This is an optimization exercise on Yosys and OpenROAD, whose aim is small area, not a production implementation. RTL that was checked went through simulation tests only; none was proved equivalent to the original. Only the layout flow was run in run 3; the RTL was not checked for function there. No run shown here takes its clock network from TritonCTS; it comes from the design's own scripts or RTL. The clock input has no modelled driver; a real chip could not lean on it and would need a root buffer or a full tree. Power figures rest on the tool's default switching activity, not on a simulated workload.

**design/flow/constraint.sdc**
```tcl
create_clock -name core_clock -period 5.0 [get_ports {clk}]
set_input_delay 1.0000 -clock core_clock [delete_from_list [all_inputs] [get_ports {clk}]]
set_output_delay 1.0000 -clock core_clock [all_outputs]
set_load 0.01 [all_outputs]
```
**design/flow/standard.sh**
```bash
#!/bin/bash
# synth_recipe.tcl (not shown) runs the flow's synth.tcl, then flattens the netlist and writes it again
# the make line also repeats each setting of config.mk as NAME=value (left out here)
make -C /OpenROAD-flow-scripts/flow DESIGN_CONFIG=/design/flow/config.mk WORK_HOME=/design/flow/orfs CLKGATE_MAP_FILE= SYNTH_SCRIPT=/design/flow/synth_recipe.tcl "${@:-finish}"
```
**design/flow/flow/run.sh**
```bash
#!/bin/bash
# Standard ORFS layout with these changes: the port buffers use the smallest buffer cell;
# every combinational cell is put at its smallest drive strength after floorplanning (the
# repair steps then size up only what timing needs); after clock tree synthesis its tree is
# replaced by a smaller two-level one (flow/mycts.tcl: the clock port drives one inv_8, which
# drives two clkinv_16, each clocking half the flip-flops); power recovery downsizes
# non-critical cells after global routing.
set -euo pipefail
W=$(pwd)
bash standard.sh BUFFER_PORTS_ARGS="-buffer_cell sky130_fd_sc_hd__buf_1" \
  POST_FLOORPLAN_TCL="$W/flow/downsize.tcl" POST_CTS_TCL="$W/flow/mycts.tcl" \
  CTS_ARGS="-sink_clustering_enable -repair_clock_nets -dont_use_dummy_load" \
  RECOVER_POWER=100 finish > make_finish.log 2>&1
```
**design/flow/design.v**
```verilog
`timescale 1ns / 1ps
module alu32_top(
    input  wire        clk,
    input  wire [31:0] a,
    input  wire [31:0] b,
    input  wire [2:0]  op_code,
    output reg  [32:0] result,
    output reg         zero_flag,
    output reg         control_flag
    );
    reg  [31:0] a_q, b_q;
    reg  [2:0]  op_q;
    wire [32:0] alu_result;
    wire        alu_zero, alu_control;
    always @(posedge clk) begin
        a_q  <= a;
        b_q  <= b;
        op_q <= op_code;
        result       <= alu_result;
        zero_flag    <= alu_zero;
        control_flag <= alu_control;
    end
    ALU_8_Bit #(.WIDTH(32)) u_alu (
        .A(a_q),
        .B(b_q),
        .op_code(op_q),
        .result(alu_result),
        .zero_flag(alu_zero),
        .control_flag(alu_control)
    );
endmodule

`timescale 1ns / 1ps
module ALU_8_Bit #(parameter WIDTH = 8) (A, B, op_code, result, zero_flag, control_flag);
    input  [WIDTH-1:0] A, B;
    input  [2:0] op_code;
    output zero_flag, control_flag;
    output [WIDTH:0] result;
    generate if (WIDTH == 32) begin : g32
    wire inv, ar, nar, kp, kg, nkp, nkg;
    alu_dinv u_dinv (.op(op_code), .inv(inv));
    alu_dar u_dar (.op(op_code), .ar(ar), .nar(nar));
    alu_dkp u_dkp (.op(op_code), .kp(kp), .nkp(nkp));
    alu_dkg u_dkg (.op(op_code), .kg(kg), .nkg(nkg));
    wire [31:0] bx;    
    wire [31:0] pp;    
    wire [31:0] gg;    
    wire [31:0] sx;    
    wire [31:0] lt;    
    wire [31:0] r;
    wire [32:0] cc;      
    assign cc[0] = inv;
    alu_xor2 u_bx0 (.a(B[0]), .b(inv), .y(bx[0]));
    alu_ha u_ha0 (.a(A[0]), .b(bx[0]), .s(pp[0]), .c(gg[0]));
    alu_a21oi u_c0 (.a1(pp[0]), .a2(cc[0]), .b1(gg[0]), .y(cc[1]));
    alu_xor2 u_bx1 (.a(B[1]), .b(inv), .y(bx[1]));
    alu_xnor2 u_np1 (.a(A[1]), .b(bx[1]), .y(pp[1]));
    alu_nand2 u_ng1 (.a(A[1]), .b(bx[1]), .y(gg[1]));
    alu_o21ai u_c1 (.a1(pp[1]), .a2(cc[1]), .b1(gg[1]), .y(cc[2]));
    alu_xor2 u_bx2 (.a(B[2]), .b(inv), .y(bx[2]));
    alu_ha u_ha2 (.a(A[2]), .b(bx[2]), .s(pp[2]), .c(gg[2]));
    alu_a21oi u_c2 (.a1(pp[2]), .a2(cc[2]), .b1(gg[2]), .y(cc[3]));
    alu_xor2 u_bx3 (.a(B[3]), .b(inv), .y(bx[3]));
    alu_xnor2 u_np3 (.a(A[3]), .b(bx[3]), .y(pp[3]));
    alu_nand2 u_ng3 (.a(A[3]), .b(bx[3]), .y(gg[3]));
    alu_o21ai u_c3 (.a1(pp[3]), .a2(cc[3]), .b1(gg[3]), .y(cc[4]));
    alu_xor2 u_bx4 (.a(B[4]), .b(inv), .y(bx[4]));
    alu_ha u_ha4 (.a(A[4]), .b(bx[4]), .s(pp[4]), .c(gg[4]));
    alu_xor2 u_bx5 (.a(B[5]), .b(inv), .y(bx[5]));
    alu_xnor2 u_np5 (.a(A[5]), .b(bx[5]), .y(pp[5]));
    alu_nand2 u_ng5 (.a(A[5]), .b(bx[5]), .y(gg[5]));
    alu_xor2 u_bx6 (.a(B[6]), .b(inv), .y(bx[6]));
    alu_ha u_ha6 (.a(A[6]), .b(bx[6]), .s(pp[6]), .c(gg[6]));
    alu_xor2 u_bx7 (.a(B[7]), .b(inv), .y(bx[7]));
    alu_xnor2 u_np7 (.a(A[7]), .b(bx[7]), .y(pp[7]));
    alu_nand2 u_ng7 (.a(A[7]), .b(bx[7]), .y(gg[7]));
    wire P4, G4, x4a, x4b, x4c, q4;
    alu_inv u_x4a (.a(gg[4]), .y(x4a));
    alu_o21ai u_x4b (.a1(pp[5]), .a2(x4a), .b1(gg[5]), .y(x4b));
    alu_a21oi u_x4c (.a1(pp[6]), .a2(x4b), .b1(gg[6]), .y(x4c));
    alu_o21ai u_G4 (.a1(pp[7]), .a2(x4c), .b1(gg[7]), .y(G4));
    alu_nand2 u_q4 (.a(pp[4]), .b(pp[6]), .y(q4));
    alu_nor3 u_P4 (.a(q4), .b(pp[5]), .c(pp[7]), .y(P4));
    alu_a21oi u_c4 (.a1(pp[4]), .a2(cc[4]), .b1(gg[4]), .y(cc[5]));
    alu_o21ai u_c5 (.a1(pp[5]), .a2(cc[5]), .b1(gg[5]), .y(cc[6]));
    alu_a21oi u_c6 (.a1(pp[6]), .a2(cc[6]), .b1(gg[6]), .y(cc[7]));
    alu_a21oi u_gc4 (.a1(P4), .a2(cc[4]), .b1(G4), .y(cc[8]));
    alu_xor2 u_bx8 (.a(B[8]), .b(inv), .y(bx[8]));
    alu_xnor2 u_np8 (.a(A[8]), .b(bx[8]), .y(pp[8]));
    alu_nand2 u_ng8 (.a(A[8]), .b(bx[8]), .y(gg[8]));
    alu_xor2 u_bx9 (.a(B[9]), .b(inv), .y(bx[9]));
    alu_ha u_ha9 (.a(A[9]), .b(bx[9]), .s(pp[9]), .c(gg[9]));
    alu_xor2 u_bx10 (.a(B[10]), .b(inv), .y(bx[10]));
    alu_xnor2 u_np10 (.a(A[10]), .b(bx[10]), .y(pp[10]));
    alu_nand2 u_ng10 (.a(A[10]), .b(bx[10]), .y(gg[10]));
    alu_xor2 u_bx11 (.a(B[11]), .b(inv), .y(bx[11]));
    alu_ha u_ha11 (.a(A[11]), .b(bx[11]), .s(pp[11]), .c(gg[11]));
    wire P8, G8, x8a, x8b, x8c, q8;
    alu_inv u_x8a (.a(gg[8]), .y(x8a));
    alu_a21oi u_x8b (.a1(pp[9]), .a2(x8a), .b1(gg[9]), .y(x8b));
    alu_o21ai u_x8c (.a1(pp[10]), .a2(x8b), .b1(gg[10]), .y(x8c));
    alu_a21oi u_G8 (.a1(pp[11]), .a2(x8c), .b1(gg[11]), .y(G8));
    alu_nor2 u_q8 (.a(pp[8]), .b(pp[10]), .y(q8));
    alu_nand3 u_P8 (.a(q8), .b(pp[9]), .c(pp[11]), .y(P8));
    alu_o21ai u_c8 (.a1(pp[8]), .a2(cc[8]), .b1(gg[8]), .y(cc[9]));
    alu_a21oi u_c9 (.a1(pp[9]), .a2(cc[9]), .b1(gg[9]), .y(cc[10]));
    alu_o21ai u_c10 (.a1(pp[10]), .a2(cc[10]), .b1(gg[10]), .y(cc[11]));
    alu_o21ai u_gc8 (.a1(P8), .a2(cc[8]), .b1(G8), .y(cc[12]));
    alu_xor2 u_bx12 (.a(B[12]), .b(inv), .y(bx[12]));
    alu_ha u_ha12 (.a(A[12]), .b(bx[12]), .s(pp[12]), .c(gg[12]));
    alu_xor2 u_bx13 (.a(B[13]), .b(inv), .y(bx[13]));
    alu_xnor2 u_np13 (.a(A[13]), .b(bx[13]), .y(pp[13]));
    alu_nand2 u_ng13 (.a(A[13]), .b(bx[13]), .y(gg[13]));
    alu_xor2 u_bx14 (.a(B[14]), .b(inv), .y(bx[14]));
    alu_ha u_ha14 (.a(A[14]), .b(bx[14]), .s(pp[14]), .c(gg[14]));
    alu_xor2 u_bx15 (.a(B[15]), .b(inv), .y(bx[15]));
    alu_xnor2 u_np15 (.a(A[15]), .b(bx[15]), .y(pp[15]));
    alu_nand2 u_ng15 (.a(A[15]), .b(bx[15]), .y(gg[15]));
    wire P12, G12, x12a, x12b, x12c, q12;
    alu_inv u_x12a (.a(gg[12]), .y(x12a));
    alu_o21ai u_x12b (.a1(pp[13]), .a2(x12a), .b1(gg[13]), .y(x12b));
    alu_a21oi u_x12c (.a1(pp[14]), .a2(x12b), .b1(gg[14]), .y(x12c));
    alu_o21ai u_G12 (.a1(pp[15]), .a2(x12c), .b1(gg[15]), .y(G12));
    alu_nand2 u_q12 (.a(pp[12]), .b(pp[14]), .y(q12));
    alu_nor3 u_P12 (.a(q12), .b(pp[13]), .c(pp[15]), .y(P12));
    alu_a21oi u_c12 (.a1(pp[12]), .a2(cc[12]), .b1(gg[12]), .y(cc[13]));
    alu_o21ai u_c13 (.a1(pp[13]), .a2(cc[13]), .b1(gg[13]), .y(cc[14]));
    alu_a21oi u_c14 (.a1(pp[14]), .a2(cc[14]), .b1(gg[14]), .y(cc[15]));
    alu_a21oi u_gc12 (.a1(P12), .a2(cc[12]), .b1(G12), .y(cc[16]));
    alu_xor2 u_bx16 (.a(B[16]), .b(inv), .y(bx[16]));
    alu_xnor2 u_np16 (.a(A[16]), .b(bx[16]), .y(pp[16]));
    alu_nand2 u_ng16 (.a(A[16]), .b(bx[16]), .y(gg[16]));
    alu_xor2 u_bx17 (.a(B[17]), .b(inv), .y(bx[17]));
    alu_ha u_ha17 (.a(A[17]), .b(bx[17]), .s(pp[17]), .c(gg[17]));
    alu_xor2 u_bx18 (.a(B[18]), .b(inv), .y(bx[18]));
    alu_xnor2 u_np18 (.a(A[18]), .b(bx[18]), .y(pp[18]));
    alu_nand2 u_ng18 (.a(A[18]), .b(bx[18]), .y(gg[18]));
    alu_xor2 u_bx19 (.a(B[19]), .b(inv), .y(bx[19]));
    alu_ha u_ha19 (.a(A[19]), .b(bx[19]), .s(pp[19]), .c(gg[19]));
    wire P16, G16, x16a, x16b, x16c, q16;
    alu_inv u_x16a (.a(gg[16]), .y(x16a));
    alu_a21oi u_x16b (.a1(pp[17]), .a2(x16a), .b1(gg[17]), .y(x16b));
    alu_o21ai u_x16c (.a1(pp[18]), .a2(x16b), .b1(gg[18]), .y(x16c));
    alu_a21oi u_G16 (.a1(pp[19]), .a2(x16c), .b1(gg[19]), .y(G16));
    alu_nor2 u_q16 (.a(pp[16]), .b(pp[18]), .y(q16));
    alu_nand3 u_P16 (.a(q16), .b(pp[17]), .c(pp[19]), .y(P16));
    alu_o21ai u_c16 (.a1(pp[16]), .a2(cc[16]), .b1(gg[16]), .y(cc[17]));
    alu_a21oi u_c17 (.a1(pp[17]), .a2(cc[17]), .b1(gg[17]), .y(cc[18]));
    alu_o21ai u_c18 (.a1(pp[18]), .a2(cc[18]), .b1(gg[18]), .y(cc[19]));
    alu_o21ai u_gc16 (.a1(P16), .a2(cc[16]), .b1(G16), .y(cc[20]));
    alu_xor2 u_bx20 (.a(B[20]), .b(inv), .y(bx[20]));
    alu_ha u_ha20 (.a(A[20]), .b(bx[20]), .s(pp[20]), .c(gg[20]));
    alu_xor2 u_bx21 (.a(B[21]), .b(inv), .y(bx[21]));
    alu_xnor2 u_np21 (.a(A[21]), .b(bx[21]), .y(pp[21]));
    alu_nand2 u_ng21 (.a(A[21]), .b(bx[21]), .y(gg[21]));
    alu_xor2 u_bx22 (.a(B[22]), .b(inv), .y(bx[22]));
    alu_ha u_ha22 (.a(A[22]), .b(bx[22]), .s(pp[22]), .c(gg[22]));
    alu_xor2 u_bx23 (.a(B[23]), .b(inv), .y(bx[23]));
    alu_xnor2 u_np23 (.a(A[23]), .b(bx[23]), .y(pp[23]));
    alu_nand2 u_ng23 (.a(A[23]), .b(bx[23]), .y(gg[23]));
    wire P20, G20, x20a, x20b, x20c, q20;
    alu_inv u_x20a (.a(gg[20]), .y(x20a));
    alu_o21ai u_x20b (.a1(pp[21]), .a2(x20a), .b1(gg[21]), .y(x20b));
    alu_a21oi u_x20c (.a1(pp[22]), .a2(x20b), .b1(gg[22]), .y(x20c));
    alu_o21ai u_G20 (.a1(pp[23]), .a2(x20c), .b1(gg[23]), .y(G20));
    alu_nand2 u_q20 (.a(pp[20]), .b(pp[22]), .y(q20));
    alu_nor3 u_P20 (.a(q20), .b(pp[21]), .c(pp[23]), .y(P20));
    alu_a21oi u_c20 (.a1(pp[20]), .a2(cc[20]), .b1(gg[20]), .y(cc[21]));
    alu_o21ai u_c21 (.a1(pp[21]), .a2(cc[21]), .b1(gg[21]), .y(cc[22]));
    alu_a21oi u_c22 (.a1(pp[22]), .a2(cc[22]), .b1(gg[22]), .y(cc[23]));
    alu_a21oi u_gc20 (.a1(P20), .a2(cc[20]), .b1(G20), .y(cc[24]));
    alu_xor2 u_bx24 (.a(B[24]), .b(inv), .y(bx[24]));
    alu_xnor2 u_np24 (.a(A[24]), .b(bx[24]), .y(pp[24]));
    alu_nand2 u_ng24 (.a(A[24]), .b(bx[24]), .y(gg[24]));
    alu_xor2 u_bx25 (.a(B[25]), .b(inv), .y(bx[25]));
    alu_ha u_ha25 (.a(A[25]), .b(bx[25]), .s(pp[25]), .c(gg[25]));
    alu_xor2 u_bx26 (.a(B[26]), .b(inv), .y(bx[26]));
    alu_xnor2 u_np26 (.a(A[26]), .b(bx[26]), .y(pp[26]));
    alu_nand2 u_ng26 (.a(A[26]), .b(bx[26]), .y(gg[26]));
    alu_xor2 u_bx27 (.a(B[27]), .b(inv), .y(bx[27]));
    alu_ha u_ha27 (.a(A[27]), .b(bx[27]), .s(pp[27]), .c(gg[27]));
    wire P24, G24, x24a, x24b, x24c, q24;
    alu_inv u_x24a (.a(gg[24]), .y(x24a));
    alu_a21oi u_x24b (.a1(pp[25]), .a2(x24a), .b1(gg[25]), .y(x24b));
    alu_o21ai u_x24c (.a1(pp[26]), .a2(x24b), .b1(gg[26]), .y(x24c));
    alu_a21oi u_G24 (.a1(pp[27]), .a2(x24c), .b1(gg[27]), .y(G24));
    alu_nor2 u_q24 (.a(pp[24]), .b(pp[26]), .y(q24));
    alu_nand3 u_P24 (.a(q24), .b(pp[25]), .c(pp[27]), .y(P24));
    alu_o21ai u_c24 (.a1(pp[24]), .a2(cc[24]), .b1(gg[24]), .y(cc[25]));
    alu_a21oi u_c25 (.a1(pp[25]), .a2(cc[25]), .b1(gg[25]), .y(cc[26]));
    alu_o21ai u_c26 (.a1(pp[26]), .a2(cc[26]), .b1(gg[26]), .y(cc[27]));
    alu_o21ai u_gc24 (.a1(P24), .a2(cc[24]), .b1(G24), .y(cc[28]));
    alu_xor2 u_bx28 (.a(B[28]), .b(inv), .y(bx[28]));
    alu_ha u_ha28 (.a(A[28]), .b(bx[28]), .s(pp[28]), .c(gg[28]));
    alu_xor2 u_bx29 (.a(B[29]), .b(inv), .y(bx[29]));
    alu_xnor2 u_np29 (.a(A[29]), .b(bx[29]), .y(pp[29]));
    alu_nand2 u_ng29 (.a(A[29]), .b(bx[29]), .y(gg[29]));
    alu_xor2 u_bx30 (.a(B[30]), .b(inv), .y(bx[30]));
    alu_ha u_ha30 (.a(A[30]), .b(bx[30]), .s(pp[30]), .c(gg[30]));
    alu_xor2 u_bx31 (.a(B[31]), .b(inv), .y(bx[31]));
    alu_xnor2 u_np31 (.a(A[31]), .b(bx[31]), .y(pp[31]));
    alu_nand2 u_ng31 (.a(A[31]), .b(bx[31]), .y(gg[31]));
    wire P28, G28, x28a, x28b, x28c, q28;
    alu_inv u_x28a (.a(gg[28]), .y(x28a));
    alu_o21ai u_x28b (.a1(pp[29]), .a2(x28a), .b1(gg[29]), .y(x28b));
    alu_a21oi u_x28c (.a1(pp[30]), .a2(x28b), .b1(gg[30]), .y(x28c));
    alu_o21ai u_G28 (.a1(pp[31]), .a2(x28c), .b1(gg[31]), .y(G28));
    alu_nand2 u_q28 (.a(pp[28]), .b(pp[30]), .y(q28));
    alu_nor3 u_P28 (.a(q28), .b(pp[29]), .c(pp[31]), .y(P28));
    alu_a21oi u_c28 (.a1(pp[28]), .a2(cc[28]), .b1(gg[28]), .y(cc[29]));
    alu_o21ai u_c29 (.a1(pp[29]), .a2(cc[29]), .b1(gg[29]), .y(cc[30]));
    alu_a21oi u_c30 (.a1(pp[30]), .a2(cc[30]), .b1(gg[30]), .y(cc[31]));
    alu_a21oi u_gc28 (.a1(P28), .a2(cc[28]), .b1(G28), .y(cc[32]));
    alu_xnor2 u_s0 (.a(pp[0]), .b(cc[0]), .y(sx[0]));
    alu_a22oi u_l0 (.a1(pp[0]), .a2(kp), .b1(gg[0]), .b2(kg), .y(lt[0]));
    alu_xor2 u_s1 (.a(pp[1]), .b(cc[1]), .y(sx[1]));
    alu_nand2 u_l1 (.a(sx[1]), .b(ar), .y(lt[1]));
    alu_xnor2 u_s2 (.a(pp[2]), .b(cc[2]), .y(sx[2]));
    alu_a22oi u_l2 (.a1(pp[2]), .a2(kp), .b1(gg[2]), .b2(kg), .y(lt[2]));
    alu_xor2 u_s3 (.a(pp[3]), .b(cc[3]), .y(sx[3]));
    alu_nand2 u_l3 (.a(sx[3]), .b(ar), .y(lt[3]));
    alu_xnor2 u_s4 (.a(pp[4]), .b(cc[4]), .y(sx[4]));
    alu_a22oi u_l4 (.a1(pp[4]), .a2(kp), .b1(gg[4]), .b2(kg), .y(lt[4]));
    alu_xor2 u_s5 (.a(pp[5]), .b(cc[5]), .y(sx[5]));
    alu_nand2 u_l5 (.a(sx[5]), .b(ar), .y(lt[5]));
    alu_xnor2 u_s6 (.a(pp[6]), .b(cc[6]), .y(sx[6]));
    alu_a22oi u_l6 (.a1(pp[6]), .a2(kp), .b1(gg[6]), .b2(kg), .y(lt[6]));
    alu_xor2 u_s7 (.a(pp[7]), .b(cc[7]), .y(sx[7]));
    alu_nand2 u_l7 (.a(sx[7]), .b(ar), .y(lt[7]));
    alu_xor2 u_s8 (.a(pp[8]), .b(cc[8]), .y(sx[8]));
    alu_nand2 u_l8 (.a(sx[8]), .b(ar), .y(lt[8]));
    alu_xnor2 u_s9 (.a(pp[9]), .b(cc[9]), .y(sx[9]));
    alu_a22oi u_l9 (.a1(pp[9]), .a2(kp), .b1(gg[9]), .b2(kg), .y(lt[9]));
    alu_xor2 u_s10 (.a(pp[10]), .b(cc[10]), .y(sx[10]));
    alu_nand2 u_l10 (.a(sx[10]), .b(ar), .y(lt[10]));
    alu_xnor2 u_s11 (.a(pp[11]), .b(cc[11]), .y(sx[11]));
    alu_a22oi u_l11 (.a1(pp[11]), .a2(kp), .b1(gg[11]), .b2(kg), .y(lt[11]));
    alu_xnor2 u_s12 (.a(pp[12]), .b(cc[12]), .y(sx[12]));
    alu_a22oi u_l12 (.a1(pp[12]), .a2(kp), .b1(gg[12]), .b2(kg), .y(lt[12]));
    alu_xor2 u_s13 (.a(pp[13]), .b(cc[13]), .y(sx[13]));
    alu_nand2 u_l13 (.a(sx[13]), .b(ar), .y(lt[13]));
    alu_xnor2 u_s14 (.a(pp[14]), .b(cc[14]), .y(sx[14]));
    alu_a22oi u_l14 (.a1(pp[14]), .a2(kp), .b1(gg[14]), .b2(kg), .y(lt[14]));
    alu_xor2 u_s15 (.a(pp[15]), .b(cc[15]), .y(sx[15]));
    alu_nand2 u_l15 (.a(sx[15]), .b(ar), .y(lt[15]));
    alu_xor2 u_s16 (.a(pp[16]), .b(cc[16]), .y(sx[16]));
    alu_nand2 u_l16 (.a(sx[16]), .b(ar), .y(lt[16]));
    alu_xnor2 u_s17 (.a(pp[17]), .b(cc[17]), .y(sx[17]));
    alu_a22oi u_l17 (.a1(pp[17]), .a2(kp), .b1(gg[17]), .b2(kg), .y(lt[17]));
    alu_xor2 u_s18 (.a(pp[18]), .b(cc[18]), .y(sx[18]));
    alu_nand2 u_l18 (.a(sx[18]), .b(ar), .y(lt[18]));
    alu_xnor2 u_s19 (.a(pp[19]), .b(cc[19]), .y(sx[19]));
    alu_a22oi u_l19 (.a1(pp[19]), .a2(kp), .b1(gg[19]), .b2(kg), .y(lt[19]));
    alu_xnor2 u_s20 (.a(pp[20]), .b(cc[20]), .y(sx[20]));
    alu_a22oi u_l20 (.a1(pp[20]), .a2(kp), .b1(gg[20]), .b2(kg), .y(lt[20]));
    alu_xor2 u_s21 (.a(pp[21]), .b(cc[21]), .y(sx[21]));
    alu_nand2 u_l21 (.a(sx[21]), .b(ar), .y(lt[21]));
    alu_xnor2 u_s22 (.a(pp[22]), .b(cc[22]), .y(sx[22]));
    alu_a22oi u_l22 (.a1(pp[22]), .a2(kp), .b1(gg[22]), .b2(kg), .y(lt[22]));
    alu_xor2 u_s23 (.a(pp[23]), .b(cc[23]), .y(sx[23]));
    alu_nand2 u_l23 (.a(sx[23]), .b(ar), .y(lt[23]));
    alu_xor2 u_s24 (.a(pp[24]), .b(cc[24]), .y(sx[24]));
    alu_nand2 u_l24 (.a(sx[24]), .b(ar), .y(lt[24]));
    alu_xnor2 u_s25 (.a(pp[25]), .b(cc[25]), .y(sx[25]));
    alu_a22oi u_l25 (.a1(pp[25]), .a2(kp), .b1(gg[25]), .b2(kg), .y(lt[25]));
    alu_xor2 u_s26 (.a(pp[26]), .b(cc[26]), .y(sx[26]));
    alu_nand2 u_l26 (.a(sx[26]), .b(ar), .y(lt[26]));
    alu_xnor2 u_s27 (.a(pp[27]), .b(cc[27]), .y(sx[27]));
    alu_a22oi u_l27 (.a1(pp[27]), .a2(kp), .b1(gg[27]), .b2(kg), .y(lt[27]));
    alu_xnor2 u_s28 (.a(pp[28]), .b(cc[28]), .y(sx[28]));
    alu_a22oi u_l28 (.a1(pp[28]), .a2(kp), .b1(gg[28]), .b2(kg), .y(lt[28]));
    alu_xor2 u_s29 (.a(pp[29]), .b(cc[29]), .y(sx[29]));
    alu_nand2 u_l29 (.a(sx[29]), .b(ar), .y(lt[29]));
    alu_xnor2 u_s30 (.a(pp[30]), .b(cc[30]), .y(sx[30]));
    alu_a22oi u_l30 (.a1(pp[30]), .a2(kp), .b1(gg[30]), .b2(kg), .y(lt[30]));
    alu_xor2 u_s31 (.a(pp[31]), .b(cc[31]), .y(sx[31]));
    alu_nand2 u_l31 (.a(sx[31]), .b(ar), .y(lt[31]));
    wire eq, hi, cmp, ncmp;
    alu_and #(.N(11), .INV(11'b10100101010)) u_eq (.a({pp[3], pp[2], pp[1], pp[0], P28, P24, P20, P16, P12, P8, P4}), .y(eq));
    alu_flags #(.CINV(1)) u_fl (.op(op_code), .ci(cc[32]), .eq(eq),
        .hi(hi), .cmp(cmp), .ncmp(ncmp));
    alu_o211ai u_r0 (.a1(sx[0]), .a2(nar), .b1(lt[0]), .c1(ncmp), .y(r[0]));
    alu_o221ai u_r1 (.a1(pp[1]), .a2(nkp), .b1(gg[1]), .b2(nkg), .c1(lt[1]), .y(r[1]));
    alu_o21ai u_r2 (.a1(sx[2]), .a2(nar), .b1(lt[2]), .y(r[2]));
    alu_o221ai u_r3 (.a1(pp[3]), .a2(nkp), .b1(gg[3]), .b2(nkg), .c1(lt[3]), .y(r[3]));
    alu_o21ai u_r4 (.a1(sx[4]), .a2(nar), .b1(lt[4]), .y(r[4]));
    alu_o221ai u_r5 (.a1(pp[5]), .a2(nkp), .b1(gg[5]), .b2(nkg), .c1(lt[5]), .y(r[5]));
    alu_o21ai u_r6 (.a1(sx[6]), .a2(nar), .b1(lt[6]), .y(r[6]));
    alu_o221ai u_r7 (.a1(pp[7]), .a2(nkp), .b1(gg[7]), .b2(nkg), .c1(lt[7]), .y(r[7]));
    alu_o221ai u_r8 (.a1(pp[8]), .a2(nkp), .b1(gg[8]), .b2(nkg), .c1(lt[8]), .y(r[8]));
    alu_o21ai u_r9 (.a1(sx[9]), .a2(nar), .b1(lt[9]), .y(r[9]));
    alu_o221ai u_r10 (.a1(pp[10]), .a2(nkp), .b1(gg[10]), .b2(nkg), .c1(lt[10]), .y(r[10]));
    alu_o21ai u_r11 (.a1(sx[11]), .a2(nar), .b1(lt[11]), .y(r[11]));
    alu_o21ai u_r12 (.a1(sx[12]), .a2(nar), .b1(lt[12]), .y(r[12]));
    alu_o221ai u_r13 (.a1(pp[13]), .a2(nkp), .b1(gg[13]), .b2(nkg), .c1(lt[13]), .y(r[13]));
    alu_o21ai u_r14 (.a1(sx[14]), .a2(nar), .b1(lt[14]), .y(r[14]));
    alu_o221ai u_r15 (.a1(pp[15]), .a2(nkp), .b1(gg[15]), .b2(nkg), .c1(lt[15]), .y(r[15]));
    alu_o221ai u_r16 (.a1(pp[16]), .a2(nkp), .b1(gg[16]), .b2(nkg), .c1(lt[16]), .y(r[16]));
    alu_o21ai u_r17 (.a1(sx[17]), .a2(nar), .b1(lt[17]), .y(r[17]));
    alu_o221ai u_r18 (.a1(pp[18]), .a2(nkp), .b1(gg[18]), .b2(nkg), .c1(lt[18]), .y(r[18]));
    alu_o21ai u_r19 (.a1(sx[19]), .a2(nar), .b1(lt[19]), .y(r[19]));
    alu_o21ai u_r20 (.a1(sx[20]), .a2(nar), .b1(lt[20]), .y(r[20]));
    alu_o221ai u_r21 (.a1(pp[21]), .a2(nkp), .b1(gg[21]), .b2(nkg), .c1(lt[21]), .y(r[21]));
    alu_o21ai u_r22 (.a1(sx[22]), .a2(nar), .b1(lt[22]), .y(r[22]));
    alu_o221ai u_r23 (.a1(pp[23]), .a2(nkp), .b1(gg[23]), .b2(nkg), .c1(lt[23]), .y(r[23]));
    alu_o221ai u_r24 (.a1(pp[24]), .a2(nkp), .b1(gg[24]), .b2(nkg), .c1(lt[24]), .y(r[24]));
    alu_o21ai u_r25 (.a1(sx[25]), .a2(nar), .b1(lt[25]), .y(r[25]));
    alu_o221ai u_r26 (.a1(pp[26]), .a2(nkp), .b1(gg[26]), .b2(nkg), .c1(lt[26]), .y(r[26]));
    alu_o21ai u_r27 (.a1(sx[27]), .a2(nar), .b1(lt[27]), .y(r[27]));
    alu_o21ai u_r28 (.a1(sx[28]), .a2(nar), .b1(lt[28]), .y(r[28]));
    alu_o221ai u_r29 (.a1(pp[29]), .a2(nkp), .b1(gg[29]), .b2(nkg), .c1(lt[29]), .y(r[29]));
    alu_o21ai u_r30 (.a1(sx[30]), .a2(nar), .b1(lt[30]), .y(r[30]));
    alu_o221ai u_r31 (.a1(pp[31]), .a2(nkp), .b1(gg[31]), .b2(nkg), .c1(lt[31]), .y(r[31]));
    assign result = {hi, r};
    assign control_flag = hi;
    wire ze;
    alu_nor #(.N(11)) u_zlo (.a(r[11:1]), .y(ze));
    wire zp0;
    alu_nor2 u_zp0 (.a(r[12]), .b(r[13]), .y(zp0));
    wire zp1;
    alu_nor2 u_zp1 (.a(r[14]), .b(r[15]), .y(zp1));
    wire zp2;
    alu_nor2 u_zp2 (.a(r[16]), .b(r[17]), .y(zp2));
    wire zp3;
    alu_nor2 u_zp3 (.a(r[18]), .b(r[19]), .y(zp3));
    wire zp4;
    alu_nor2 u_zp4 (.a(r[20]), .b(r[21]), .y(zp4));
    wire zp5;
    alu_nor2 u_zp5 (.a(r[22]), .b(r[23]), .y(zp5));
    wire zp6;
    alu_nor2 u_zp6 (.a(r[24]), .b(r[25]), .y(zp6));
    wire zp7;
    alu_nor2 u_zp7 (.a(r[26]), .b(r[27]), .y(zp7));
    wire zp8;
    alu_nor2 u_zp8 (.a(r[28]), .b(r[29]), .y(zp8));
    wire zp9;
    alu_nor2 u_zp9 (.a(r[30]), .b(r[31]), .y(zp9));
    wire zp10;
    alu_nor2 u_zp10 (.a(hi), .b(r[0]), .y(zp10));
    wire zn0;
    alu_nand #(.N(4)) u_zn0 (.a({ze, zp0, zp1, zp2}), .y(zn0));
    wire zn1;
    alu_nand #(.N(4)) u_zn1 (.a({zp3, zp4, zp5, zp6}), .y(zn1));
    wire zn2;
    alu_nand #(.N(4)) u_zn2 (.a({zp7, zp8, zp9, zp10}), .y(zn2));
    alu_nor #(.N(3)) u_z (.a({zn0, zn1, zn2}), .y(zero_flag));
    end else begin : g_any
    wire [WIDTH:0] sum = {1'b0, A} + {1'b0, B};
    wire [WIDTH:0] dif = {1'b0, A} - {1'b0, B};
    wire [WIDTH:0] res =
        (op_code == 3'b000) ? sum :
        (op_code == 3'b001) ? dif :
        (op_code == 3'b010) ? {{WIDTH{1'b0}}, A > B} :
        (op_code == 3'b011) ? {{WIDTH{1'b0}}, A == B} :
        (op_code == 3'b100) ? {{WIDTH{1'b0}}, A < B} :
        (op_code == 3'b101) ? {1'b0, A & B} :
        (op_code == 3'b110) ? {1'b0, A | B} : {1'b0, A ^ B};
    assign result = res;
    assign zero_flag = ~|res;
    assign control_flag = (op_code[2:1] == 2'b00) & res[WIDTH];
    end endgenerate
endmodule
module alu_xor2 (input a, input b, output y);
    assign y = a ^ b;
endmodule
module alu_xnor2 (input a, input b, output y);
    assign y = ~(a ^ b);
endmodule
module alu_ha (input a, input b, output s, output c);
    assign s = a ^ b;
    assign c = a & b;
endmodule
module alu_nand2 (input a, input b, output y);
    assign y = ~(a & b);
endmodule
module alu_nor2 (input a, input b, output y);
    assign y = ~(a | b);
endmodule
module alu_nor3 (input a, input b, input c, output y);
    assign y = ~(a | b | c);
endmodule
module alu_nand3 (input a, input b, input c, output y);
    assign y = ~(a & b & c);
endmodule
module alu_inv (input a, output y);
    assign y = ~a;
endmodule
module alu_a21oi (input a1, input a2, input b1, output y);
    assign y = ~((a1 & a2) | b1);
endmodule
module alu_o21ai (input a1, input a2, input b1, output y);
    assign y = ~((a1 | a2) & b1);
endmodule
module alu_a21o (input a1, input a2, input b1, output y);
    assign y = (a1 & a2) | b1;
endmodule
module alu_a22oi (input a1, input a2, input b1, input b2, output y);
    assign y = ~((a1 & a2) | (b1 & b2));
endmodule
module alu_o22ai (input a1, input a2, input b1, input b2, output y);
    assign y = ~((a1 | a2) & (b1 | b2));
endmodule
module alu_o211ai (input a1, input a2, input b1, input c1, output y);
    assign y = ~((a1 | a2) & b1 & c1);
endmodule
module alu_o221ai (input a1, input a2, input b1, input b2, input c1, output y);
    assign y = ~((a1 | a2) & (b1 | b2) & c1);
endmodule
module alu_a211o (input a1, input a2, input b1, input c1, output y);
    assign y = (a1 & a2) | b1 | c1;
endmodule
module alu_and #(parameter N = 8, parameter [N-1:0] INV = 0) (input [N-1:0] a, output y);
    assign y = &(a ^ INV);
endmodule
module alu_nor #(parameter N = 8) (input [N-1:0] a, output y);
    assign y = ~|a;
endmodule
module alu_nand #(parameter N = 4) (input [N-1:0] a, output y);
    assign y = ~&a;
endmodule
module alu_dinv (input [2:0] op, output inv);
    assign inv = op[2] ^ (op[1] | op[0]);      
endmodule
module alu_dar (input [2:0] op, output ar, output nar);
    assign nar = op[2] | op[1];
    assign ar  = ~nar;                         
endmodule
module alu_dkp (input [2:0] op, output kp, output nkp);
    assign kp  = op[2] & op[1];                
    assign nkp = ~kp;
endmodule
module alu_dkg (input [2:0] op, output kg, output nkg);
    assign kg  = op[2] & (op[1] ^ op[0]);      
    assign nkg = ~kg;
endmodule
module alu_flags #(parameter CINV = 0) (input [2:0] op, input ci, input eq, output hi,
                                        output cmp, output ncmp);
    wire co = ci ^ CINV;
    assign hi = ~op[2] & ~op[1] & (co ^ op[0]);    
    assign cmp = ((op == 3'b010) & co & ~eq) | ((op == 3'b011) & eq) | ((op == 3'b100) & ~co);
    assign ncmp = ~cmp;
endmodule
```
**design/flow/flow/downsize.tcl**
```tcl
# POST_FLOORPLAN hook: put every combinational cell at the smallest drive strength of its
# family; the later repair steps size up what timing needs.
set n 0
foreach inst [[ord::get_db_block] getInsts] {
  set m [$inst getMaster]
  set name [$m getName]
  if {![regexp {^(sky130_fd_sc_hd__[a-z0-9]+)_([0-9]+)$} $name -> base sz]} { continue }
  if {[string match {*df*} $base] || [string match {*clk*} $base] || [string match {*tap*} $base]
      || [string match {*conb*} $base] || [string match {*dl*} $base]} { continue }
  set best ""
  set best_a 1e9
  foreach lc [get_lib_cells ${base}_*] {
    set ln [get_name $lc]
    if {![regexp "^${base}_\[0-9\]+\$" $ln]} { continue }
    if {[get_property $lc dont_use]} { continue }
    set a [get_property $lc area]
    if {$a < $best_a} { set best_a $a; set best $ln }
  }
  if {$best ne "" && $best ne $name} {
    $inst swapMaster [[ord::get_db] findMaster $best]
    incr n
  }
}
puts "downsize: replaced $n cells"
```
**design/flow/flow/mycts.tcl**
```tcl
# POST_CTS hook: replace the clock tree that clock_tree_synthesis built with a smaller one.
# The clock port drives one ROOT inverter, which drives NB LEAF inverters; each leaf drives
# the clock pins of one cluster of flip-flops (balanced k-means on their locations) and sits at
# the cluster's centre. Every flip-flop's clock goes through the same two inversions. With ROOT
# empty, the port drives the leaves (buffers then) directly.
set NB 2
set LEAF sky130_fd_sc_hd__clkinv_16
set ROOT sky130_fd_sc_hd__inv_8
if {[info exists ::env(MYCTS_NB)]} { set NB $::env(MYCTS_NB) }
if {[info exists ::env(MYCTS_LEAF)]} { set LEAF $::env(MYCTS_LEAF) }
if {[info exists ::env(MYCTS_ROOT)]} { set ROOT $::env(MYCTS_ROOT) }
set block [ord::get_db_block]
set clknet [$block findNet clk]

# walk the clock network from the port: flip-flop clock pins are the sinks, every other cell
# on it is a clock buffer or inverter that clock_tree_synthesis inserted
set sinks {}
set kill_insts {}
set kill_nets {}
set todo [list $clknet]
while {[llength $todo]} {
  set net [lindex $todo 0]
  set todo [lrange $todo 1 end]
  foreach it [$net getITerms] {
    if {[$it isOutputSignal]} { continue }
    set inst [$it getInst]
    set mname [[$inst getMaster] getName]
    if {[string match {*df*} $mname]} {
      lappend sinks $it
    } else {
      lappend kill_insts $inst
      foreach ot [$inst getITerms] {
        if {[$ot isOutputSignal] && [$ot getNet] ne "NULL"} {
          lappend kill_nets [$ot getNet]
          lappend todo [$ot getNet]
        }
      }
    }
  }
}
puts "mycts: [llength $sinks] clock sinks, removing [llength $kill_insts] clock tree cells"
foreach it $sinks { $it disconnect }
foreach inst $kill_insts { odb::dbInst_destroy $inst }
foreach net $kill_nets { odb::dbNet_destroy $net }

set master [[ord::get_db] findMaster $LEAF]
# with a root cell (an inverter), the port drives it and it drives the leaves (inverters too)
set leafin $clknet
if {$ROOT ne ""} {
  set leafin [odb::dbNet_create $block "clknet_root"]
  $leafin setSigType CLOCK
  set rbuf [odb::dbInst_create $block [[ord::get_db] findMaster $ROOT] "clkbuf_root"]
}
# group the flip-flops by k-means on their locations, starting from vertical strips
set pts {}
foreach it $sinks {
  set loc [[$it getInst] getLocation]
  lappend pts [list [lindex $loc 0] [lindex $loc 1] $it]
}
set pts [lsort -integer -index 0 $pts]
set n [llength $pts]
set cx {}
set cy {}
for {set k 0} {$k < $NB} {incr k} {
  set p [lindex $pts [expr {(2 * $k + 1) * $n / (2 * $NB)}]]
  lappend cx [lindex $p 0]
  lappend cy [lindex $p 1]
}
# balanced k-means: each cluster takes at most ceil(n / NB) flip-flops
set cap [expr {($n + $NB - 1) / $NB}]
for {set iter 0} {$iter < 20} {incr iter} {
  set pairs {}
  set i 0
  foreach p $pts {
    for {set k 0} {$k < $NB} {incr k} {
      set d [expr {abs([lindex $p 0] - [lindex $cx $k]) + abs([lindex $p 1] - [lindex $cy $k])}]
      lappend pairs [list $d $i $k]
    }
    incr i
  }
  set pairs [lsort -real -index 0 $pairs]
  set asg [lrepeat $n -1]
  set cnt [lrepeat $NB 0]
  foreach pr $pairs {
    lassign $pr d i k
    if {[lindex $asg $i] >= 0 || [lindex $cnt $k] >= $cap} { continue }
    lset asg $i $k
    lset cnt $k [expr {[lindex $cnt $k] + 1}]
  }
  set sx [lrepeat $NB 0]; set sy [lrepeat $NB 0]
  foreach p $pts a $asg {
    lset sx $a [expr {[lindex $sx $a] + [lindex $p 0]}]
    lset sy $a [expr {[lindex $sy $a] + [lindex $p 1]}]
  }
  for {set k 0} {$k < $NB} {incr k} {
    if {[lindex $cnt $k] > 0} {
      lset cx $k [expr {[lindex $sx $k] / [lindex $cnt $k]}]
      lset cy $k [expr {[lindex $sy $k] / [lindex $cnt $k]}]
    }
  }
}
for {set k 0} {$k < $NB} {incr k} {
  set net [odb::dbNet_create $block "clknet_leaf_$k"]
  $net setSigType CLOCK
  set buf [odb::dbInst_create $block $master "clkbuf_leaf_$k"]
  set m 0
  foreach p $pts a $asg {
    if {$a == $k} { [lindex $p 2] connect $net; incr m }
  }
  [$buf findITerm A] connect $leafin
  foreach ot [$buf getITerms] { if {[$ot isOutputSignal]} { $ot connect $net } }
  $buf setLocation [lindex $cx $k] [lindex $cy $k]
  $buf setPlacementStatus PLACED
  puts "mycts: leaf $k drives $m flip-flops"
}
if {$ROOT ne ""} {
  [$rbuf findITerm A] connect $clknet
  foreach ot [$rbuf getITerms] { if {[$ot isOutputSignal]} { $ot connect $leafin } }
  set rx 0
  set ry 0
  foreach x $cx y $cy { set rx [expr {$rx + $x}]; set ry [expr {$ry + $y}] }
  $rbuf setLocation [expr {$rx / $NB}] [expr {$ry / $NB}]
  $rbuf setPlacementStatus PLACED
}
detailed_placement
check_placement -verbose
estimate_parasitics -placement
report_clock_skew
```
**design/flow/config.mk**
```make
export PLATFORM = sky130hd
export DESIGN_NAME = alu32_top
export DESIGN_NICKNAME = alu32_top
export VERILOG_FILES = /design/flow/design.v
export SDC_FILE = /design/flow/constraint.sdc
export NUM_CORES = 4
export LEC_CHECK = 0
export CAP_MARGIN = 20
export CORE_MARGIN = 2
export CORE_UTILIZATION = 40
export GPL_TIMING_DRIVEN = 0
export SLEW_MARGIN = 20
export SYNTH_HIERARCHICAL = 1
export SYNTH_MINIMUM_KEEP_SIZE = 0
```
==> results of run 1 <==
==> where the power goes <==
part / switching (mW) / internal, mW
Sequential: 0.0315 / 0.900
Combinational: 0.348 / 0.233
Clock: 0.247 / 0.0416
==> worst paths after layout <==
path,end,slack (ns),depth (start not counted)
worst max-delay path,zero_flag,0.46,23
worst min-delay path,control_flag,0.60,1
worst max register to register,zero_flag,0.46,23
worst min register to register,control_flag,0.60,1
==> stage by stage <==
stage | power [mW] | hold slack, ns | utilization
after global placement | 1.49 | 0.583 | 0.437
after floorplan | 1.45 | 0.531 | -
after global routing | 1.93 | 0.620 | 0.455
final | 1.80 | 0.599 | 0.455
after detailed placement | 1.51 | 0.583 | 0.442
==> layer usage <==
metal,up-vias,GRT usage
met5,-,0
met4,0,0.0430
met3,12,0.0230
met2,102,0.257
met1,1395,0.211
li1,1596,-
==> critical path, delay by kind of cell, from the launching register on <==
family	cells	cell delay [ns]
AO/OA/AOI/OAI	10	1.74
adder cells (fa/ha/maj)	1	0.37
flip-flops	1	0.47
AND/OR/NAND/NOR	7	1.06
XOR/XNOR	3	0.49
buffers and inverters	2	0.34
==> state kept, by name (all words and copies together) (netlist names) <==
name	flops
result	33
a_q	32
b_q	32
op_q	3
control_flag	1
zero_flag	1
==> cell type report <==
cell class,instances,area share
flip-flops and latches,102,0.433
well taps,136,0.0361
plain buffers,1,0.000796
inverters,10,0.0207
multi-input cells,282,0.418
repair buffers,106,0.0907
==> qor.csv, run 1 <==
metric,value,unit
outcome,"complete, no violations",
hold_path_class,reg -> reg,
place_ws,-1.15,ns
max-slew-margin-rel,0.261,
drt-total-wl,9.10,mm
final_cells,637,
drive_above_1_share,0.0379,
min_from,op_q[1],
setup_violations,0,
final_nets,587,
critPathRequiredTime,5.08,ns
mostFrequentLayoutCells,"103 x buf_1, 100 x dfxtp_1, 50 x xor2_1",
antenna_found_initial,0,
place_area,4580,um2
crit_start,op_q[0],
dr_wl_met2,4.23,mm
r2r-start,op_q[0],
final_max_slew_viol_count,0,
fin_area,4720,um2
drt-initial-drc-count,171,
syn_avg_cell_area,11.0,um2
final_common_cell,buf_1,
cp_slowest_cell,dfxtp_1,
grt_pass1_wl,14.3,mm
critPathMaxStageDelay,0.47,ns
clock_sinks,102,
portBuffers,102,
ios,103,
antennaDiodeCount,0,
die_h,108,um
grt_max_degree,52,
drv_cap,0,
peakVddDrop,0.278,mV
yosys_warnings,7,
fin_ws,0.457,ns
antenna_left,0,
p_per_area,382,nW/um2
netlist_instances,392,
nFillCells,1027,
dieArea,11600,um2
start_kind,flip-flop,
clkTransAtPathRegs,0.10,ns
die_w,108,um
drcViolationCount,0,
place_inst,633,
met1_length,4.15,mm
multi_input_area,1970,um2
start_util,0.415,
place_hpwl,6.73,mm
insertion_delay,0.16,ns
gp_congestion,0.860,
crit_type,reg -> reg,
leakage,1.76,nW
max_freq,220,MHz
finalCritPeriodShare,0.909,
grt_overflow,0,
fin_skew,0.0258,ns
hold_viol,0,
vias,3105,
critPathCaptureType,flip-flop,
finalCriticalPeriod,4.54,ns
fin_setup_tns,0,ns
crit_fanout,10,
wire_per_inst,14.3,um
syn_to_final_growth,9.59,%
seqCellArea,2040,um2
syn-cell-area,4310,um2
via_per_inst,4.87,
worst_pin_slew,1.11,ns
crit_chain,nor2_2 > xnor2_4 > buf_4 > buf_6 > xor2_1 > ha_1 > nand2_1 > nor3_1 > a21oi_2 > o21ai_2 > a21oi_2 > o21ai_4 > a21oi_4 > o21ai_2 > a21oi_1 > o21ai_1 > a21oi_1 > xor2_1 > nand2_1 > o221ai_1 > nor2_1 > nand4_1 > nor3_1,
rsz0062_at_grt,no,
syn-num-nets,476,
cp_data_arrival_time,4.62,ns
grt_pass1_vias,3018,
firstDrtPassIters,5,
fp-row-count,37,
grt_usage,0.156,
core,10400,um2
top_layer,met4,
dr_wl_met3,608,um
==> inputs of run 2 (changes only) <==
--- a/design/flow/flow/downsize.tcl
+++ b/design/flow/flow/downsize.tcl
@@ -8,4 +8,12 @@
   if {[string match {*df*} $base] || [string match {*clk*} $base] || [string match {*tap*} $base]
       || [string match {*conb*} $base] || [string match {*dl*} $base]} { continue }
+  # leave the drivers of wide nets (the op-code decode) as synthesis sized them
+  set fo 0
+  foreach it [$inst getITerms] {
+    if {[$it isOutputSignal] && [$it getNet] ne "NULL"} {
+      set fo [expr {max($fo, [llength [[$it getNet] getITerms]] - 1)}]
+    }
+  }
+  if {$fo > 6} { continue }
   set best ""
   set best_a 1e9
==> run 2 against run 1 <==
  * Worst hold slack lost 0.011 ns
  * First-iteration DRC count shrank 9.9%
  * Synthesized area is the same
  * Sequential share of layout area shrank 0.30 points
  * Critical endpoint unchanged
  * Global-route usage shrank 0.15 points
  * Final cell count shrank 0.16%
  * Via count grew 0.74%
  * Die area is the same
  * Largest power group unchanged
  * Design area grew 0.77%
  * Combinational power grew 3%
  * Clock skew shrank 0.015 ns
  * Critical path depth grew 2
==> qor.csv, run 2 <==
metric,value,unit,change
syn-cell-area,4310,um2,unchanged
syn-num-nets,476,,unchanged
syn_avg_cell_area,11.0,um2,unchanged
rr_endpoint,zero_flag,,unchanged
fin_worst_hold_slack,0.588,ns,was 0.599 ns
crit_start,op_q[0],,unchanged
p_per_area,382,nW/um2,about the same
rsz0062_at_grt,no,,unchanged
max-slew-margin-rel,0.434,,was 0.261
final_max_slew_viol_count,0,,unchanged
grt_usage,0.154,,was 0.156
wire_per_inst,14.3,um,about the same
critPathMaxStageDelay,0.37,ns,was 0.47 ns
hold_viol,0,,unchanged
largest_reg_flops,33,,unchanged
drcViolationCount,0,,unchanged
drt-total-wl,9.12,mm,was 9.10 mm
place_hpwl,6.71,mm,was 6.73 mm
top_layer,met4,,unchanged
dieArea,11600,um2,unchanged
largest_register,result,,unchanged
clock_sinks,102,,unchanged
core,10400,um2,unchanged
hold_path_depth,1,,unchanged
dr_wl_met3,637,um,was 608 um
drt-initial-drc-count,154,,was 171
fin_ws,0.285,ns,was 0.457 ns
critPathCaptureType,flip-flop,,unchanged
top_regs,"result: 33 flops, a_q: 32 flops, b_q: 32 flops",,unchanged
ff2ff_setup_slack,0.28,ns,was 0.46 ns
r2r-start,op_q[0],,unchanged
final_nets,586,,was 587
start_util,0.415,,unchanged
via_per_inst,4.92,,was 4.87
place_ws,-1.34,ns,was -1.15 ns
finalCriticalPeriod,4.72,ns,was 4.54 ns
finalCritPeriodShare,0.943,,was 0.909
crit_path_end,zero_flag,,unchanged
cp_slowest_cell,dfxtp_2,,was dfxtp_1
crit_family,compound AO/OA/AOI/OAI gates,,unchanged
portBuffers,102,,unchanged
worst-path-buf-inv,2,,unchanged
cp_data_arrival_time,4.79,ns,was 4.62 ns
cp.depth,25,,was 23
mostFrequentLayoutCells,"103 x buf_1, 99 x dfxtp_1, 50 x xor2_1",,"was 103 x buf_1, 100 x dfxtp_1, 50 x xor2_1"
insertion_delay,0.16,ns,about the same
vias,3128,,was 3105
drv_cap,0,,unchanged
outcome,"complete, no violations",,unchanged
worst_pin_slew,0.848,ns,was 1.11 ns
hold_path_class,reg -> reg,,unchanged
gp_congestion,0.854,,was 0.860
grt_overflow,0,,unchanged
fin_skew,0.0103,ns,was 0.0258 ns
met1_length,4.18,mm,was 4.15 mm
final_common_cell,buf_1,,unchanged
utilization,0.458,,was 0.455
antenna_left,0,,unchanged
antenna_found_initial,0,,unchanged
reg2reg_depth,25,,was 23
crit_fanout,17,,was 10
peakVddDrop,0.266,mV,was 0.278 mV
max_freq,212,MHz,was 220 MHz
syn_to_final_growth,10.4,%,was 9.59%
grt_pass1_wl,14.3,mm,about the same
antennaDiodeCount,0,,unchanged
crit_type,reg -> reg,,unchanged
place_inst,632,,was 633
setup_violations,0,,unchanged
firstDrtPassIters,5,,unchanged
nFillCells,1017,,was 1027
fp-row-count,37,,unchanged
dr_wl_met2,4.19,mm,was 4.23 mm
start_kind,flip-flop,,unchanged
yosys_warnings,7,,unchanged
die_h,108,um,unchanged
clkTransAtPathRegs,0.11,ns,was 0.10 ns
netlist_instances,392,,unchanged
leakage,1.77,nW,was 1.76 nW
cpMostUsedCell,a21oi_4,,
grt_max_degree,52,,unchanged
grt_pass1_vias,3070,,was 3018
drive_above_1_share,0.0420,,was 0.0379
ios,103,,unchanged
die_w,108,um,unchanged
critPathRequiredTime,5.08,ns,about the same
final_cells,636,,was 637
-- run 2: worst min path at each step --
stage	startpoint	slack (ns)	end
after floorplan	a_q[3]	0.53	result[3]
after global placement	a_q[1]	0.58	result[1]
after detailed placement	a_q[15]	0.58	result[15]
after global routing	op_q[1]	0.62	control_flag
final	op_q[1]	0.59	control_flag
-- run 2: worst register-to-register path, cell delays in order, from the launching register on --
cell	delay, ns
dfxtp_2	0.37
nor2_2	0.22
xnor2_4	0.11
buf_8	0.16
buf_16	0.17
xor2_1	0.18
ha_1	0.37
a21oi_2	0.10
o21ai_1	0.25
a21oi_2	0.13
o21ai_2	0.28
a21oi_4	0.12
o21ai_4	0.21
a21oi_4	0.10
o21ai_4	0.23
a21oi_4	0.10
o21ai_2	0.22
a21oi_1	0.12
o21ai_1	0.24
a21oi_1	0.12
xor2_1	0.17
nand2_1	0.08
o221ai_1	0.13
nor2_1	0.15
nand4_1	0.11
nor3_1	0.19
-- run 2: stage by stage --
stage          TNS [ns]  cell area (um2)  total power [mW]
6_report              0             4750              1.82
5_1_grt               0             4750              1.94
3_5_place_dp      -7.29             4600              1.51
3_3_place_gp     -14.06             4550              1.49
2_1_floorplan         0             4320              1.45
-- run 2: final cells by class --
class	count	area, um2	share of cell area
well taps	136	170	0.0358
plain buffers	1	3.75	0.000789
multi-input cells	282	2000	0.422
flip-flops and latches	102	2050	0.430
inverters	10	97.6	0.0205
repair buffers	105	433	0.0911
-- run 2: power breakdown --
| group | leakage (nW) | total [mW] | switching (mW) | internal (mW) |
|---|---|---|---|---|
| registers | 0.857 | 0.932 | 0.0324 | 0.900 |
| clock network | 0.0289 | 0.288 | 0.246 | 0.0416 |
| logic | 0.884 | 0.597 | 0.358 | 0.239 |
-- run 2: routing by layer --
metal / vias up / track usage
met4: 0 / 0.0458
met2: 125 / 0.256
met1: 1403 / 0.204
li1: 1592 / -
met5: - / 0
met3: 8 / 0.0278
==> inputs of run 3 (changes only) <==
--- a/design/flow/design.v
+++ b/design/flow/design.v
@@ -276,8 +276,8 @@
     alu_xor2 u_s31 (.a(pp[31]), .b(cc[31]), .y(sx[31]));
     alu_nand2 u_l31 (.a(sx[31]), .b(ar), .y(lt[31]));
-    wire eq, hi, cmp, ncmp;
+    wire eq, hi, ncmp;
     alu_and #(.N(11), .INV(11'b10100101010)) u_eq (.a({pp[3], pp[2], pp[1], pp[0], P28, P24, P20, P16, P12, P8, P4}), .y(eq));
-    alu_flags #(.CINV(1)) u_fl (.op(op_code), .ci(cc[32]), .eq(eq),
-        .hi(hi), .cmp(cmp), .ncmp(ncmp));
+    alu_hi #(.CINV(1)) u_hi (.ci(cc[32]), .op0(op_code[0]), .ar(ar), .hi(hi));
+    alu_ncmp #(.CINV(1)) u_ncmp (.op(op_code), .ci(cc[32]), .eq(eq), .ncmp(ncmp));
     alu_o211ai u_r0 (.a1(sx[0]), .a2(nar), .b1(lt[0]), .c1(ncmp), .y(r[0]));
     alu_o221ai u_r1 (.a1(pp[1]), .a2(nkp), .b1(gg[1]), .b2(nkg), .c1(lt[1]), .y(r[1]));
@@ -434,9 +434,9 @@
     assign nkg = ~kg;
 endmodule
-module alu_flags #(parameter CINV = 0) (input [2:0] op, input ci, input eq, output hi,
-                                        output cmp, output ncmp);
+module alu_hi #(parameter CINV = 0) (input ci, input op0, input ar, output hi);
+    assign hi = ar & (ci ^ CINV ^ op0);
+endmodule
+module alu_ncmp #(parameter CINV = 0) (input [2:0] op, input ci, input eq, output ncmp);
     wire co = ci ^ CINV;
-    assign hi = ~op[2] & ~op[1] & (co ^ op[0]);    
-    assign cmp = ((op == 3'b010) & co & ~eq) | ((op == 3'b011) & eq) | ((op == 3'b100) & ~co);
-    assign ncmp = ~cmp;
+    assign ncmp = ~(((op == 3'b010) & co & ~eq) | ((op == 3'b011) & eq) | ((op == 3'b100) & ~co));
 endmodule
--- a/design/flow/flow/downsize.tcl
+++ b/design/flow/flow/downsize.tcl
@@ -8,12 +8,4 @@
   if {[string match {*df*} $base] || [string match {*clk*} $base] || [string match {*tap*} $base]
       || [string match {*conb*} $base] || [string match {*dl*} $base]} { continue }
-  # leave the drivers of wide nets (the op-code decode) as synthesis sized them
-  set fo 0
-  foreach it [$inst getITerms] {
-    if {[$it isOutputSignal] && [$it getNet] ne "NULL"} {
-      set fo [expr {max($fo, [llength [[$it getNet] getITerms]] - 1)}]
-    }
-  }
-  if {$fo > 6} { continue }
   set best ""
   set best_a 1e9
--- a/design/flow/config.mk
+++ b/design/flow/config.mk
@@ -9,5 +9,4 @@
 export CORE_MARGIN = 2
 export CORE_UTILIZATION = 40
-export GPL_TIMING_DRIVEN = 0
 export SLEW_MARGIN = 20
 export SYNTH_HIERARCHICAL = 1
==> run 3 against run 2 <==
  * Register-to-register slack improved by 0.14 ns
  * Wire length fell by 1.7%
  * Critical endpoint unchanged
  * Die area did not move
  * Largest cell class unchanged
  * Critical path depth fell by 3
  * Fmax rose by 3.2%
  * Core utilization fell by 0.81 points
  * Clock power barely moved
  * Sequential power barely moved
  * Still clean
  * First-iteration DRC count fell by 31%
  * Clock skew fell by 0.00082 ns
  * Via count fell by 0.19%
  * Final cell count rose by 0.47%
  * Highest routed layer unchanged
==> qor.csv, run 3 <==
metric,value,unit,change
nFillCells,1041,,was 1017
top_regs,"result: 33 flops, a_q: 32 flops, b_q: 32 flops",,unchanged
fin_worst_hold_slack,0.603,ns,was 0.588 ns
clkTransAtPathRegs,0.10,ns,was 0.11 ns
yosysMostFrequentCell,dfxtp_1,,
worst_pin_slew,1.04,ns,was 0.848 ns
largest_register,result,,unchanged
crit_type,reg -> reg,,unchanged
finalCriticalPeriod,4.57,ns,was 4.72 ns
drt-total-wl,8.97,mm,was 9.12 mm
crit_chain,nor2_1 > xnor2_2 > xor2_1 > ha_1 > a21oi_1 > o21ai_0 > a21oi_1 > o21ai_0 > a21oi_1 > o21ai_1 > a21oi_2 > o21ai_1 > a21oi_2 > o21ai_1 > a21oi_1 > or4b_1 > a21oi_1 > a41oi_1 > o211ai_1 > nor2_1 > nand4_1 > nor3_1,,
place_area,4590,um2,was 4600 um2
ys_types,28,,
crit_fanout,5,,was 17
yosys.area.top_type_share,0.474,,
yosys_most_used_dff,dfxtp_1,,
via_per_inst,4.89,,was 4.92
insertion_delay,0.16,ns,about the same
gp_congestion,0.829,,was 0.854
hold_path_class,reg -> reg,,unchanged
finalCritPeriodShare,0.914,,was 0.943
synth.top_cells.by_area,"dfxtp_1 47%, xor2_1 10%, xnor2_1 6.9%",,
grt_pass1_wl,14.1,mm,was 14.3 mm
die_h,108,um,unchanged
antenna_left,0,,unchanged
vias,3122,,was 3128
leakage,1.76,nW,was 1.77 nW
ff2ff_setup_slack,0.43,ns,was 0.28 ns
hold_viol,0,,unchanged
max-slew-margin-rel,0.308,,was 0.434
cp_data_arrival_time,4.63,ns,was 4.79 ns
final_nets,589,,was 586
setup_violations,0,,unchanged
critPathRequiredTime,5.06,ns,was 5.08 ns
critPathMaxStageDelay,0.54,ns,was 0.37 ns
fp-row-count,37,,unchanged
grt_overflow,0,,unchanged
peakVddDrop,0.273,mV,was 0.266 mV
wire_per_inst,14.0,um,was 14.3 um
async_reset_ff_frac,0,,
fin_setup_tns,0,ns,unchanged
utilization,0.450,,was 0.458
dieArea,11600,um2,unchanged
syn_avg_cell_area,11.0,um2,unchanged
grtUsageMet2,0.261,,was 0.256
synth-seq-cells,102,,
netlist_instances,392,,unchanged
grtUsageMet3,0.0212,,was 0.0278
final_common_cell,buf_1,,unchanged
synth_top_area_cell,dfxtp_1,,
start_kind,flip-flop,,unchanged
drv_cap,0,,unchanged
grt_pass1_vias,2983,,was 3070
drcViolationCount,0,,unchanged
drive_above_1_share,0.0258,,was 0.0420
place_hpwl,6.84,mm,was 6.71 mm
max_freq,219,MHz,was 212 MHz
portBuffers,102,,unchanged
grt_max_degree,52,,unchanged
grt_usage,0.151,,was 0.154
cp_slowest_cell,or4b_1,,was dfxtp_2
rsz0062_at_grt,no,,unchanged
yosys_warnings,7,,unchanged
synth-edff-count,0,,
antennaDiodeCount,0,,unchanged
fin_area,4670,um2,was 4750 um2
clock_sinks,102,,unchanged
critPathCaptureType,flip-flop,,unchanged
ys_top_cells_by_count,"102 x dfxtp_1, 49 x xor2_1, 41 x o21ai_1, 39 x nand2_1, 34 x xnor2_1",,
cpMostUsedCell,a21oi_1,,was a21oi_4
top_usage_layer,met2,,unchanged
seq_area_frac_synth,0.474,,
syn-cell-area,4310,um2,unchanged
power.total,1.79,mW,was 1.82 mW
largest_reg_flops,33,,unchanged
syn-num-nets,476,,unchanged
ios,103,,unchanged
grt_use_met1,0.202,,was 0.204
start_util,0.415,,unchanged
multi_input_area,1920,um2,was 2000 um2
outcome,"complete, no violations",,unchanged
mostFrequentLayoutCells,"102 x buf_1, 101 x dfxtp_1, 49 x xor2_1",,"was 103 x buf_1, 99 x dfxtp_1, 50 x xor2_1"
core,10400,um2,unchanged
syn_to_final_growth,8.49,%,was 10.4%
antenna_found_initial,0,,unchanged
die_w,108,um,unchanged
drt-initial-drc-count,107,,was 154
seqCellArea,2040,um2,was 2050 um2
p_per_area,382,nW/um2,about the same
final_max_slew_viol_count,0,,unchanged
firstDrtPassIters,5,,unchanged
fin_skew,0.00950,ns,was 0.0103 ns
-- run 3: modules after synthesis, one instance, submodules excluded, excerpt --
module | cells inside | flip-flops and latches | copies in the design | area [um2]
alu32_top | 102 | 102 | 1 | 2040
alu_a21oi | 1 | 0 | 27 | 8.76
alu_a22oi | 1 | 0 | 16 | 12.5
alu_dinv | 2 | 0 | 1 | 15.0
alu_dkp | 2 | 0 | 1 | 10.0
alu_nor3 | 1 | 0 | 4 | 10.0
-- run 3: metrics by stage --
step | cells | setup slack [ns]
6_report | 639 | 0.430
3_5_place_dp | 636 | -0.0186
3_3_place_gp | 636 | 0.206
5_1_grt | 639 | 0.00967
2_1_floorplan | 392 | 0.0173
-- run 3: area by class of cell --
class,instances,area share
tap,136,0.0364
inverter,11,0.0217
sequential,102,0.437
timing repair buffer,109,0.0932
multi-input combinational,281,0.411
-- run 3: per-layer routing --
layer | wire, um | up-vias
met1 | 4160 | 1430
met2 | 4270 | 88
met4 | 67 | 0
met5 | 0 | -
met3 | 471 | 8
li1 | - | 1596
-- run 3: logic make-up after synthesis --
| family | count (synthesis) | share of synthesized area |
|---|---|---|
| AND/OR/NAND/NOR | 79 | 0.0907 |
| XOR/XNOR | 83 | 0.169 |
| adder cells (fa/ha/maj) | 16 | 0.0465 |
| flip-flops | 102 | 0.474 |
| buffers and inverters | 9 | 0.00872 |
| AO/OA/AOI/OAI | 103 | 0.211 |
-- run 3: where the power goes --
group          internal, mW  switching [mW]  leakage, nW
sequential            0.900          0.0314        0.857
clock                0.0415           0.245       0.0289
combinational         0.230           0.338        0.874
total                  1.17           0.615         1.76
-- run 3: worst paths after layout --
kind,cells past startpoint,startpoint,to
max,22,op_q[0],zero_flag
max reg2reg,22,op_q[0],zero_flag
min reg2reg,2,a_q[31],result[31]
min,2,a_q[31],result[31]
-- run 3: worst max-delay path: cells and delay by family, from the launching register on --
family | cells | cell delay, ns
AND/OR/NAND/NOR | 5 | 0.87
AO/OA/AOI/OAI | 14 | 2.41
flip-flops | 1 | 0.43
XOR/XNOR | 2 | 0.40
adder cells (fa/ha/maj) | 1 | 0.35

separate check: timing with driven ports:
In the flow no input, the clock included, has a driving cell. The finished layouts below were timed again as built, in two steps. Step 1, drivers: a clkbuf_16 drives clk and a buf_2 each remaining input, both assumed. Step 2 moves the port delays by t, midway between the first and last clock arrival at a register: inputs arrive t later, outputs are due t later. That takes back most of the time a late clock gives input paths. Three values: ideal, step 1, step 2; two values: the first two.
run | shift t [ns] | setup WS [ns] | worst data-port slew with drivers (ns)
run 1 | 0.200 | 0.457 / 0.457 / 0.457 | 0.03
run 2 | 0.202 | 0.285 / 0.285 / 0.285 | 0.04
run 3 | 0.204 | 0.430 / 0.430 / 0.430 | 0.03
After both steps every run listed still meets setup and hold.
